From an optimization exercise on the open Yosys and OpenROAD flow, aimed at small area; shortcuts taken in it are not production practice. Function was checked by simulation only, so behaviour that the tests miss may differ from the original. Power and IR drop assume default switching activity.

==> trial 22: inputs <==
==> flow/design.v <==
module _8bitmultclk(clk,ca,auto,zap,hinib,x,lo,acu,cap);
	input clk;
	input [3:0]ca;
	input auto,zap,hinib;
	input [7:0]x,lo;
	output reg [7:0]acu;
	output reg [3:0]cap;
	reg bor;
	wire yraw=lo[ca[2:0]];
	wire ybit=yraw^bor;
	wire [8:0]acc={1'b0,acu}+(ybit ? x : 8'd0);
	always@(posedge clk)
	begin
		bor<=~ca[3]&((bor&~yraw)|(auto&(ca[2:0]==3'd0)));
		acu<=(ca[3]|zap) ? 8'd0 : acc[8:1];
		if(zap)
			cap<=4'd0;
		else if(~ca[3]&(~ca[2]|hinib))
			cap<={acc[0],cap[3:1]};
	end
endmodule
module debounce(opt,ipt,clk,en,rst_n);
	input ipt;
	input clk,en,rst_n;
	output opt;
	reg [1:0]cnt;
	always@(posedge clk or negedge rst_n)
		if(~rst_n)
			cnt<=2'b00;
		else if(en)
			cnt<={ipt&(cnt[1]|cnt[0]),ipt&~cnt[1]};
	assign opt=cnt[1]&~cnt[0];
endmodule
module displayhex(clk,tick,krst,rst_n,times,nib,seg_leds,seg_nCS);
	input clk,tick,krst,rst_n;
	input [3:0]nib;
	output wire [2:0]times;
	output wire [7:0]seg_leds;
	output wire [5:0]seg_nCS;
	reg [2:0]s;
	reg g;
	reg [3:0]data;
	assign times=g ? {s[1],s[0],~s[2]} : 3'b000;
	always@(posedge clk or negedge rst_n)
		if(!rst_n)
			s<=3'b101;
		else if(krst&&tick)
			s<=times;
	always@(posedge clk)
	begin
		if(!krst)
		begin
			g<=0;
			data<=0;
		end
		else if(tick)
		begin
			g<=1;
			data<=nib;
		end
	end
	assign seg_nCS={s!=3'b000,s!=3'b001,s!=3'b011,s!=3'b111,s!=3'b110,s!=3'b100};
	wire [15:0]sg7=16'h2812,sg6=16'hd860,sg5=16'hd004,sg4=16'h8492,sg3=16'h02ba,sg2=16'h208e,sg1=16'h1083;
	assign seg_leds={sg7[data],sg6[data],sg5[data],sg4[data],sg3[data],sg2[data],sg1[data],1'b1};
endmodule
module frediv(clk,rst_n,ca,tk1k,tk100,tk10,tk2);
	input clk,rst_n;
	output reg [3:0]ca; 
	output wire tk1k,tk100,tk10,tk2;
	reg [3:0]cb; 
	reg [3:0]cc; 
	reg [2:0]cd; 
	wire a3=~ca[2]&ca[1]&ca[0];
	wire b9=cb[3]&cb[0];
	wire c9=cc[3]&cc[0];
	always@(posedge clk or negedge rst_n)
		if(!rst_n)
		begin
			ca<=4'd4;
			cb<=0;
			cc<=0;
			cd<=0;
		end
		else
		begin
			ca<=(ca[3]&ca[0]) ? 4'd0 : ca+1'b1;
			if(a3)
			begin
				cb<=b9 ? 4'd0 : cb+1'b1;
				if(b9)
				begin
					cc<=c9 ? 4'd0 : cc+1'b1;
					if(c9)
						cd<=cd[2] ? 3'd0 : cd+1'b1;
				end
			end
		end
	assign tk1k=ca[3]&~ca[0];
	assign tk100=a3&cb[2]&~cb[1]&~cb[0];
	assign tk10=a3&b9&cc[2]&~cc[1]&~cc[0];
	assign tk2=tk10&cd[1]&~cd[0];
endmodule
module ledshow(en,clk,tick,krst,rst_n,led);
	input en,clk,tick,krst,rst_n;
	output wire [7:0]led;
	reg [2:0]w;
	reg [2:0]l;
	always@(posedge clk)
		w<={3{krst}}&(w+(tick&en));
	always@(posedge clk or negedge rst_n)
		if(!rst_n)
			l<=3'd7;
		else if(krst&&tick)
			l<=en ? w : 3'd7;
	wire p0=(l==3'd0)|(l==3'd6);
	wire p1=(l==3'd1)|(l==3'd5);
	wire p2=(l==3'd2)|(l==3'd4);
	wire p3=(l==3'd3);
	assign led={p0,p1,p2,p3,p3,p2,p1,p0};
endmodule
module main(rst_n,clk,keys,leds,seg_nCS,seg_leds);
	input rst_n;
	input clk;
	input [7:0]keys;
	output wire [7:0]leds;
	output wire [5:0]seg_nCS;
	output wire [7:0]seg_leds;
	localparam [2:0]rststa=3'b000,dpysta=3'b001,atosta=3'b010,adpsta=3'b011,mulsta=3'b110,mdpsta=3'b111;
	wire [3:0]ca;
	wire tk1k,tk100,tk10,tk2;
	frediv tb0(clk,rst_n,ca,tk1k,tk100,tk10,tk2);
	wire krst,key1,key2,key3,key4,key5,key7;
	debounce k1(krst,keys[0],clk,tk100,rst_n);
	debounce k2(key1,keys[1],clk,tk100,rst_n);
	debounce k3(key2,keys[2],clk,tk100,rst_n);
	debounce k4(key3,keys[3],clk,tk100,rst_n);
	debounce k5(key4,keys[4],clk,tk100,rst_n);
	debounce k6(key5,keys[5],clk,tk100,rst_n);
	debounce k8(key7,keys[7],clk,tk100,rst_n);
	reg [2:0]crtsta,nxtsta;
	reg [1:0]nktsta; 
	reg folinic;
	reg flag1,flag2,flag3,flag4,flag5;
	reg [7:0]in1,in2,atoin1;
	always@(posedge clk)
		if(!krst)
			crtsta<=rststa;
		else if(tk1k)
		begin
			if(!key1||!key2||!key3||!key4)
				crtsta<=nxtsta;
			else if(!key5||folinic)
				crtsta<={1'b0,nktsta};
		end
	always@(posedge clk or negedge rst_n)
		if(!rst_n)
		begin
			flag1<=0;
			flag2<=0;
			flag3<=0;
			flag4<=0;
		end
		else if(krst&&tk1k)
		begin
			flag1<=!key1;
			flag2<=!key2;
			flag3<=!key3;
			flag4<=!key4;
		end
	wire mulnow=(crtsta==mulsta);
	wire inc1=tk1k&!key2&!flag2&mulnow;
	wire inc2=tk1k&!key3&!flag3&mulnow;
	always@(posedge clk)
	begin
		in1<={8{krst}}&(in1+inc1);
		in2<={8{krst}}&(in2+inc2);
	end
	always@(posedge clk)
	begin
		if(!krst)
			nxtsta<=rststa;
		else if(tk1k)
		begin
			if(!key4&&!flag4)
				nxtsta<=(crtsta==mdpsta) ? atosta : mdpsta;
			else if(!key3)
				nxtsta<=flag3 ? mulsta : mdpsta;
			else if(!key2)
				nxtsta<=flag2 ? mulsta : mdpsta;
			else if(!key1&&!flag1)
				nxtsta<=(crtsta==rststa) ? dpysta : rststa;
		end
	end
	always@(posedge clk or negedge rst_n)
		if(!rst_n)
			flag5<=0;
		else if(key7&&tk2)
			flag5<=!key5;
	wire atonow=(crtsta==atosta);
	wire [7:0]atoinc=atoin1+1'b1;
	wire inca=tk2&key5&atonow;
	always@(posedge clk)
		atoin1<=key7 ? atoin1+inca : 8'd1;
	always@(posedge clk)
	begin
		if(!key7)
		begin
			nktsta<=atosta[1:0];
			folinic<=0;
		end
		else if(tk2)
		begin
			if(key5)
			begin
				nktsta<=atonow ? adpsta[1:0] : atosta[1:0];
				if(atonow)
					folinic<=1;
			end
			else if(!flag5)
			begin
				if(crtsta==atosta||crtsta==adpsta)
				begin
					nktsta<=dpysta[1:0];
					folinic<=0;
				end
				else
					nktsta<=rststa[1:0];
			end
		end
	end
	wire [7:0]hi=crtsta[2] ? in1 : atoin1; 
	wire [7:0]lo=crtsta[2] ? in2 : atoinc; 
	wire [2:0]times;
	wire [7:0]acu;
	wire [3:0]cap;
	wire auto=!crtsta[2];
	_8bitmultclk mul0(clk,ca,auto,auto&!key7,times==3'b001,hi,lo,acu,cap);
	reg [3:0]nib;
	always@(*)
	begin
		nib=4'h0;
		if(!crtsta[1])
		begin
			if(crtsta[0]) 
				case(times)
					3'b000,3'b111: nib=4'h2;
					3'b110,3'b100: nib=4'h3;
					default: nib=4'h0;
				endcase
		end
		else if(crtsta[0]) 
			case(times)
				3'b000,3'b001: nib=cap;
				3'b011: nib=acu[3:0];
				3'b111: nib=acu[7:4];
				default: nib=4'h0;
			endcase
		else 
			case(times)
				3'b011: nib=lo[3:0];
				3'b111: nib=lo[7:4];
				3'b110: nib=hi[3:0];
				3'b100: nib=hi[7:4];
				default: nib=4'h0;
			endcase
	end
	displayhex magallan(clk,tk1k,krst,rst_n,times,nib,seg_leds,seg_nCS);
	ledshow slience(crtsta==dpysta,clk,tk10,krst,rst_n,leds);
endmodule
==> flow/flow/run.sh <==
#!/bin/bash
# Own layout flow: the standard flow (standard.sh) with
#  - the standard synthesis, except that ABC maps the combinational logic
#    with flow/area.abc (own_synth.tcl); registers are mapped before ABC and
#    so are exactly the standard synthesis's; full-adder extraction is
#    skipped so that ABC sees all of the logic;
#  - port buffers of the smallest buffer cell instead of the flow's default.
set -euo pipefail
W=$(pwd)
bash "$W/standard.sh" \
  "SYNTH_SCRIPT=$W/flow/own_synth.tcl" \
  "BUFFER_PORTS_ARGS=-buffer_cell sky130_fd_sc_hd__buf_1" \
  "CTS_ARGS=-sink_clustering_enable -repair_clock_nets -dont_use_dummy_load -buf_list {sky130_fd_sc_hd__clkbuf_4 sky130_fd_sc_hd__clkbuf_8}" \
  finish > "$W/orfs_make.log" 2>&1
==> flow/flow/area.abc <==
strash
ifraig
scorr
dc2
strash
&get -n
&dch -f
&nf -R 1000
&put
==> flow/flow/own_synth.tcl <==
# Standard synthesis (synth_recipe.tcl) with one change: the ABC pass that maps
# the combinational logic uses area.abc instead of ORFS's script. Registers
# are mapped before ABC runs, so they are the standard synthesis's.
set ::own_abc_script [file join [file dirname [file normalize [info script]]] area.abc]
proc abc {args} {
  set i [lsearch -exact $args -script]
  if { $i >= 0 } {
    set args [lreplace $args [expr {$i + 1}] [expr {$i + 1}] $::own_abc_script]
  }
  yosys abc {*}$args
}
proc extract_fa {args} { puts "own flow: extract_fa skipped" }
source [file join [file dirname [file dirname $::own_abc_script]] synth_recipe.tcl]
==> flow/standard.sh <==
#!/bin/bash
# synth_recipe.tcl (not shown) runs the flow's synth.tcl, then flattens the netlist and writes it again
# the make line also repeats each setting of config.mk as NAME=value (left out here)
make -C /OpenROAD-flow-scripts/flow DESIGN_CONFIG=/design/flow/config.mk WORK_HOME=/design/flow/orfs CLKGATE_MAP_FILE= SYNTH_SCRIPT=/design/flow/synth_recipe.tcl "${@:-finish}"
==> flow/config.mk <==
export PLATFORM = sky130hd
export DESIGN_NAME = main
export DESIGN_NICKNAME = main
export VERILOG_FILES = /design/flow/design.v
export SDC_FILE = /design/flow/constraint.sdc
export NUM_CORES = 4
export LEC_CHECK = 0
export CAP_MARGIN = 20
export CORE_MARGIN = 2
export CORE_UTILIZATION = 40
export GPL_TIMING_DRIVEN = 0
export PLACE_DENSITY = 0.6
export SLEW_MARGIN = 20
==> flow/constraint.sdc <==
create_clock -name core_clock -period 20.0 [get_ports {clk}]
set_input_delay 4.0000 -clock core_clock [delete_from_list [all_inputs] [get_ports {clk}]]
set_output_delay 4.0000 -clock core_clock [all_outputs]
set_load 0.01 [all_outputs]
==> trial 45 (differences from trial 22) <==
==> flow/flow/run.sh (replaced) <==
#!/bin/bash
# Own layout flow: the standard flow (standard.sh) with
#  - the standard synthesis, except that ABC maps the combinational logic
#    with flow/area.abc (own_synth.tcl); registers are mapped before ABC and
#    so are exactly the standard synthesis's; full-adder extraction is
#    skipped so that ABC sees all of the logic;
#  - port buffers of the smallest buffer cell instead of the flow's default;
#  - a clock tree of clkbuf_4/clkbuf_8 without dummy loads.
set -euo pipefail
W=$(pwd)
bash "$W/standard.sh" \
  "SYNTH_SCRIPT=$W/flow/own_synth.tcl" \
  "BUFFER_PORTS_ARGS=-buffer_cell sky130_fd_sc_hd__buf_1" \
  "CTS_ARGS=-sink_clustering_enable -repair_clock_nets -dont_use_dummy_load -buf_list {sky130_fd_sc_hd__buf_6}" \
  finish > "$W/orfs_make.log" 2>&1
==> flow/flow/area.abc (replaced) <==
strash
ifraig
scorr
dc2
strash
&get -n
&dch -f
&nf -R 1000 -C 32 -F 4 -A 4
&put
Settings changed: CORE_UTILIZATION 40 to 65, GPL_TIMING_DRIVEN 0 to not set, PLACE_DENSITY 0.6 to 0.8.
==> build 40 (differences from trial 22) <==
==> flow/design.v, changed modules only <==
module _8bitmultclk(clk,ca,auto,zap,hinib,x,lo,acu,cap);
	input clk;
	input [3:0]ca;
	input auto,zap,hinib;
	input [7:0]x,lo;
	output reg [7:0]acu;
	output reg [3:0]cap;
	reg bor;
	wire yraw=lo[ca[2:0]];
	wire ybit=yraw^bor;
	wire [7:0]xe=x&{8{ybit}};
	wire [8:0]cy;
	wire [8:0]acc;
	assign cy[0]=1'b0;
	genvar i;
	generate
		for(i=0;i<8;i=i+1)
		begin:rc
			assign acc[i]=acu[i]^xe[i]^cy[i];
			assign cy[i+1]=(acu[i]&xe[i])|(cy[i]&(acu[i]^xe[i]));
		end
	endgenerate
	assign acc[8]=cy[8];
	always@(posedge clk)
	begin
		bor<=~ca[3]&((bor&~yraw)|(auto&(ca[2:0]==3'd0)));
		acu<=(ca[3]|zap) ? 8'd0 : acc[8:1];
		if(zap)
			cap<=4'd0;
		else if(~ca[3]&(~ca[2]|hinib))
			cap<={acc[0],cap[3:1]};
	end
endmodule
==> flow/run.sh (new file) <==
#!/bin/bash
# synth_recipe.tcl (not shown) runs the flow's synth.tcl, then flattens the netlist and writes it again
# the make line also repeats each setting of config.mk as NAME=value (left out here)
make -C /OpenROAD-flow-scripts/flow DESIGN_CONFIG=/design/flow/config.mk WORK_HOME=/design/flow/orfs CLKGATE_MAP_FILE= SYNTH_SCRIPT=/design/flow/synth_recipe.tcl finish
Settings changed: GPL_TIMING_DRIVEN 0 to not set.
removed: flow/flow/run.sh
removed: flow/flow/area.abc
removed: flow/flow/own_synth.tcl
removed: flow/standard.sh
==> notes <==
Trial 22 finished clean. Trial 45 completed without violations. Build 40 passed the timing, DRC and antenna checks. In trial 22 the die area is higher than in trial 45, by about 60%. Wire length: trial 45 < trial 22 < build 40. Sequential power is about the same in trial 45 and trial 22. The highest worst setup slack belongs to trial 45, the lowest to build 40. Between trial 45 and trial 22, the lower sequential share of layout area is in trial 22 (gap 2.0 points). Combinational power: trial 22 > trial 45 > build 40. Between trial 22 and build 40, the lower first-iteration DRC count is in trial 22 (gap 4.8%, measured against build 40). Against build 40, the final cell count of trial 22 is smaller by about 8%. In trial 45 the synthesized cell count is smaller than in build 40, by 11%.

-- static timing again, ports no longer ideal --
Ports are ideal in the flow. The routed layouts listed here were re-timed in OpenROAD. Step 1 assumes that a clkbuf_16 drives the clock port and a buf_2 every other input. Step 2 also shifts input and output timing later by t, the mid clock arrival at the registers, as if the neighbouring blocks saw the same clock. a / b / c = ideal / step 1 / step 2; a / b = the first two.
run	t (ns)	setup slack, ns	clock arrival spread, ns
trial 22	0.397	14.222 / 14.189 / 14.587	0.035 / 0.035
trial 45	0.345	14.256 / 14.224 / 14.569	0.031 / 0.031
build 40	0.391	13.830 / 13.792 / 14.183	0.007 / 0.007
After both steps every run listed still meets setup and hold.
